Source: an optimization exercise on an open RTL-to-GDS flow (aim: small area and a short achievable clock period). Production flows keep margins and buffers that such runs may drop.
The RTL was checked by simulation tests, not by an equivalence proof against the original design.
Power is estimated from default activity; no workload was simulated.

==> flow/design.v (excerpt) <==
module ahb_bus_matrix
(
  input HBUSREQx0,
  input HBUSREQx1,
  input HBUSREQx2,
  input HBUSREQx3,
  input HLOCKx0,
  input HLOCKx1,
  input HLOCKx2,
  input HLOCKx3,
  input [1:0] HTRANSx0,
  input [1:0] HTRANSx1,
  input [1:0] HTRANSx2,
  input [1:0] HTRANSx3,
  input [31:0] HADDRx0,
  input [31:0] HADDRx1,
  input [31:0] HADDRx2,
  input [31:0] HADDRx3,
  input HWRITEx0,
  input HWRITEx1,
  input HWRITEx2,
  input HWRITEx3,
  input [2:0] HSIZEx0,
  input [2:0] HSIZEx1,
  input [2:0] HSIZEx2,
  input [2:0] HSIZEx3,
  input [2:0] HBURSTx0,
  input [2:0] HBURSTx1,
  input [2:0] HBURSTx2,
  input [2:0] HBURSTx3,
  input [31:0] HWDATAx0,
  input [31:0] HWDATAx1,
  input [31:0] HWDATAx2,
  input [31:0] HWDATAx3,
  input HREADYx0,
  input HREADYx1,
  input HREADYx2,
  input HREADYx3,
  input HREADYx4,
  input HREADYx5,
  input HREADYx6,
  input [1:0] HRESPx0,
  input [1:0] HRESPx1,
  input [1:0] HRESPx2,
  input [1:0] HRESPx3,
  input [1:0] HRESPx4,
  input [1:0] HRESPx5,
  input [1:0] HRESPx6,
  input [31:0] HRDATAx0,
  input [31:0] HRDATAx1,
  input [31:0] HRDATAx2,
  input [31:0] HRDATAx3,
  input [31:0] HRDATAx4,
  input [31:0] HRDATAx5,
  input [31:0] HRDATAx6, 
  input [3:0] HSPLITx0,
  input [3:0] HSPLITx1,
  input [3:0] HSPLITx2,
  input [3:0] HSPLITx3,
  input [3:0] HSPLITx4,
  input [3:0] HSPLITx5,
  input [3:0] HSPLITx6,
  output HGRANTx0,
  output HGRANTx1,
  output HGRANTx2,
  output HGRANTx3,
  output HSELx0,
  output HSELx1,
  output HSELx2,
  output HSELx3,
  output HSELx4,
  output HSELx5,
  output HSELx6,
  input HRESETn,
  input HCLK,
  output [1:0] HTRANS,
  output [31:0] HADDR,
  output HWRITE,
  output [2:0] HSIZE,
  output [2:0] HBURST,
  output [31:0] HWDATA,
  output HREADY,
  output [1:0] HRESP,
  output [31:0] HRDATA,
  output [3:0] HMASTER,
  output HMASTLOCK
);
==> flow/config.mk <==
export PLATFORM = sky130hd
export DESIGN_NAME = ahb_bus_matrix
export DESIGN_NICKNAME = ahb_bus_matrix
export VERILOG_FILES = /design/flow/design.v
export SDC_FILE = /design/flow/constraint.sdc
export NUM_CORES = 4
export LEC_CHECK = 0
export CAP_MARGIN = 20
export CORE_AREA = 4 4 156 156
export DIE_AREA = 0 0 160 160
export SETUP_SLACK_MARGIN = 1.5
export SLEW_MARGIN = 20
==> flow/constraint.sdc <==
create_clock -name core_clock -period 4.0 [get_ports {HCLK}]
set_input_delay 0.8000 -clock core_clock [delete_from_list [all_inputs] [get_ports {HCLK}]]
set_output_delay 0.8000 -clock core_clock [all_outputs]
set_load 0.01 [all_outputs]
standard.sh (not shown) runs the stock make flow with config.mk's settings and CLKGATE_MAP_FILE= SYNTH_SCRIPT=/design/flow/synth_recipe.tcl, a recipe that flattens the netlist after the stock synthesis.
==> flow/flow/run.sh <==
#!/bin/bash
# Standard ORFS layout, with:
# - the port buffers made from the smallest buffer cell,
# - I/O pins on met3 (left/right) and met2 or met4 (top/bottom), placed by
#   flow/io_pins.tcl with the pins of each multiplexed output bit together,
set -euo pipefail
export BUFFER_PORTS_ARGS="-buffer_cell sky130_fd_sc_hd__buf_1"
export IO_PLACER_H="met3"
export IO_PLACER_V="met2 met4"
export PRE_IO_PLACEMENT_TCL="$PWD/flow/io_pins.tcl"
bash standard.sh SETUP_MOVE_SEQUENCE=unbuffer,sizeup,swap finish > flow_make.log 2>&1
==> flow/flow/io_pins.tcl <==
# I/O pin placement, sourced before ORFS's place_pins (PRE_IO_PLACEMENT_TCL).
# Each multiplexed output bit's pins (flow/pin_groups.txt) form a group that is
# placed on consecutive slots next to the cells it connects to; other pins are
# placed singly the same way. Slots are every other routing track: met3 on the
# left and right edges, met2 and met4 on the top and bottom edges. Pins placed
# here are fixed, so ORFS's place_pins call afterwards has nothing left to do.
set block [ord::get_db_block]
set tech [ord::get_db_tech]
set dbu [$tech getDbUnitsPerMicron]
set die [$block getDieArea]
set W [$die xMax]
set H [$die yMax]
set corner [expr {int(3.0 * $dbu)}]

proc io_tracks {block layer_name axis} {
  set layer [[ord::get_db_tech] findLayer $layer_name]
  set tg [$block findTrackGrid $layer]
  if {$axis eq "x"} { return [$tg getGridX] }
  return [$tg getGridY]
}

# Slots: {t layer x y}, t the position along the perimeter, counter-clockwise
# from the lower left corner.
set slots {}
foreach lname {met2 met4} {
  set i 0
  foreach x [io_tracks $block $lname x] {
    if {$i % 2 == 0 && $x > $corner && $x < $W - $corner} {
      lappend slots [list $x $lname $x 0]
      lappend slots [list [expr {$W + $H + ($W - $x)}] $lname $x $H]
    }
    incr i
  }
}
set i 0
foreach y [io_tracks $block met3 y] {
  if {$i % 2 == 0 && $y > $corner && $y < $H - $corner} {
    lappend slots [list [expr {$W + $y}] met3 $W $y]
    lappend slots [list [expr {2 * $W + $H + ($H - $y)}] met3 0 $y]
  }
  incr i
}
set slots [lsort -real -index 0 $slots]
set nslots [llength $slots]

# Where each pin would like to be: the mean location of the cells on its net.
proc io_target {bterm} {
  set net [$bterm getNet]
  set sx 0.0
  set sy 0.0
  set n 0
  if {$net ne "NULL"} {
    foreach it [$net getITerms] {
      set inst [$it getInst]
      set loc [$inst getLocation]
      set sx [expr {$sx + [lindex $loc 0]}]
      set sy [expr {$sy + [lindex $loc 1]}]
      incr n
    }
  }
  if {$n == 0} { return {} }
  return [list [expr {$sx / $n}] [expr {$sy / $n}]]
}

proc io_perimeter_t {x y W H} {
  set dl $x
  set dr [expr {$W - $x}]
  set db $y
  set dt [expr {$H - $y}]
  set m [tcl::mathfunc::min $dl $dr $db $dt]
  if {$m == $db} { return $x }
  if {$m == $dr} { return [expr {$W + $y}] }
  if {$m == $dt} { return [expr {$W + $H + ($W - $x)}] }
  return [expr {2 * $W + $H + ($H - $y)}]
}

# Items: lists of pin names placed together.
set grouped [dict create]
set items {}
set spec [string trim [read [open [file join [file dirname [info script]] pin_groups.txt]]]]
foreach {flag names} $spec {
  lappend items $names
  foreach n $names { dict set grouped $n 1 }
}
foreach bterm [$block getBTerms] {
  set n [$bterm getName]
  if {[$bterm getSigType] in {POWER GROUND}} { continue }
  if {![dict exists $grouped $n]} { lappend items [list $n] }
}

set keyed {}
foreach item $items {
  set sx 0.0
  set sy 0.0
  set k 0
  foreach n $item {
    set tg [io_target [$block findBTerm $n]]
    if {$tg ne {}} {
      set sx [expr {$sx + [lindex $tg 0]}]
      set sy [expr {$sy + [lindex $tg 1]}]
      incr k
    }
  }
  if {$k == 0} {
    set t [expr {$W / 2.0}]
  } else {
    set t [io_perimeter_t [expr {$sx / $k}] [expr {$sy / $k}] $W $H]
  }
  lappend keyed [list $t $item]
}
set keyed [lsort -real -index 0 $keyed]

# Nearest slot index for a perimeter position.
proc io_nearest {slots t} {
  set lo 0
  set hi [expr {[llength $slots] - 1}]
  while {$lo < $hi} {
    set mid [expr {($lo + $hi) / 2}]
    if {[lindex $slots $mid 0] < $t} { set lo [expr {$mid + 1}] } else { set hi $mid }
  }
  return $lo
}

# Pack the items onto consecutive slots in perimeter order: forward, then
# backward so that nothing runs past the last slot.
set starts {}
set end 0
foreach e $keyed {
  set n [llength [lindex $e 1]]
  set s [tcl::mathfunc::max $end [expr {[io_nearest $slots [lindex $e 0]] - $n / 2}]]
  lappend starts $s
  set end [expr {$s + $n}]
}
set limit $nslots
for {set i [expr {[llength $keyed] - 1}]} {$i >= 0} {incr i -1} {
  set n [llength [lindex $keyed $i 1]]
  set s [tcl::mathfunc::min [lindex $starts $i] [expr {$limit - $n}]]
  lset starts $i $s
  set limit $s
}
if {[lindex $starts 0] < 0} { error "io_pins.tcl: not enough pin slots ($nslots)" }

set i 0
foreach e $keyed {
  set s [lindex $starts $i]
  foreach n [lindex $e 1] {
    lassign [lindex $slots $s] t lname x y
    place_pin -pin_name $n -layer $lname \
      -location [list [expr {double($x) / $dbu}] [expr {double($y) / $dbu}]] \
      -force_to_die_boundary
    incr s
  }
  incr i
}
puts "io_pins.tcl: placed [llength $keyed] pin groups and pins on $nslots slots"
Other scripts of this flow, unchanged in this note and not shown: flow/flow/pin_groups.txt
The starting point produced a clean layout.
==> next run, changes <==
--- a/flow/flow/run.sh
+++ b/flow/flow/run.sh
@@ -10,2 +10,2 @@
 export PRE_IO_PLACEMENT_TCL="$PWD/flow/io_pins.tcl"
-bash standard.sh SETUP_MOVE_SEQUENCE=unbuffer,sizeup,swap finish > flow_make.log 2>&1
+bash standard.sh > flow_make.log 2>&1
--- a/flow/flow/io_pins.tcl
+++ b/flow/flow/io_pins.tcl
@@ -86,3 +86,2 @@
   set n [$bterm getName]
-  if {[$bterm getSigType] in {POWER GROUND}} { continue }
   if {![dict exists $grouped $n]} { lappend items [list $n] }
--- a/flow/config.mk
+++ b/flow/config.mk
@@ -10,3 +10,3 @@
 export DIE_AREA = 0 0 160 160
-export SETUP_SLACK_MARGIN = 1.5
+export SETUP_SLACK_MARGIN = 1.4
 export SLEW_MARGIN = 20
The changed run failed in 6_report with PSM-0069.
Wire length stays flat.
Global-route usage went down by 0.39 points.
Via count went up by 0.87%.
Synthesized cell count does not change.
Area after synthesis is unchanged.
First-iteration DRC count went down by 14%.
==> next run, changes <==
--- a/flow/flow/io_pins.tcl
+++ b/flow/flow/io_pins.tcl
@@ -86,2 +86,3 @@
   set n [$bterm getName]
+  if {[$bterm getSigType] in {POWER GROUND}} { continue }
   if {![dict exists $grouped $n]} { lappend items [list $n] }
--- a/flow/config.mk
+++ b/flow/config.mk
@@ -10,3 +10,3 @@
 export DIE_AREA = 0 0 160 160
-export SETUP_SLACK_MARGIN = 1.4
+export SETUP_SLACK_MARGIN = 1.35
 export SLEW_MARGIN = 20
This time the run finished with timing, DRC and antenna clean.
First-iteration DRC count went down by roughly a tenth.
Wire length went down slightly.
Global-route usage went down by 0.27 points.
Synthesized area stays the same.
Synthesized cell count does not change.
==> next run, changes <==
--- a/flow/config.mk
+++ b/flow/config.mk
@@ -10,3 +10,4 @@
 export DIE_AREA = 0 0 160 160
-export SETUP_SLACK_MARGIN = 1.35
+export GPL_ROUTABILITY_DRIVEN = 0
+export SETUP_SLACK_MARGIN = 1.4
 export SLEW_MARGIN = 20
What happened: Global-route usage is higher by 0.20 points. Area after synthesis does not change. Wire length climbs by 1.3%. Sequential share of layout area came out lower by 0.11 points. Sequential power shrinks by 4.3%. First-iteration DRC count shrinks by 0.37%. Via count increases by 1.1%. Total power grows by 2.9%.

==> separate check: timing with driven ports <==
The results above use ideal ports. As a check the final layouts listed here were re-extracted and re-timed, cells and wires unchanged.
Step 1 sets driving cells, clkbuf_16 on the clock port and buf_2 on the other inputs (assumed; they add their load-dependent delay and slew).
Step 2 adds t to the input delays and takes it off the output delays; t is the mean of the earliest and latest rising clock arrival at the registers after step 1. Input paths then give back, and output paths get back, about the clock's delay inside the block.
Slacks: ideal ports / drivers / drivers and shift; pairs: ideal ports / drivers.
| run | shift t [ns] | slack for setup (ns) | hold slack, ns | worst setup path at the end | worst slew at a driven data input, ns |
|---|---|---|---|---|---|
| the first run | 0.298 | 1.193 / 1.170 / 1.170 | 0.524 / 0.524 / 0.524 | input to output | 0.07 |
| the third run | 0.307 | 1.390 / 1.346 / 1.346 | 0.520 / 0.520 / 0.520 | input to output | 0.06 |
| the fourth run | 0.305 | 1.454 / 1.418 / 1.400 | 0.515 / 0.515 / 0.515 | input to register | 0.06 |
After both steps every run listed still meets setup and hold. For the fourth run, which loses most, drivers alone change the setup slack by -0.036 ns; drivers and shift together by -0.054 ns.
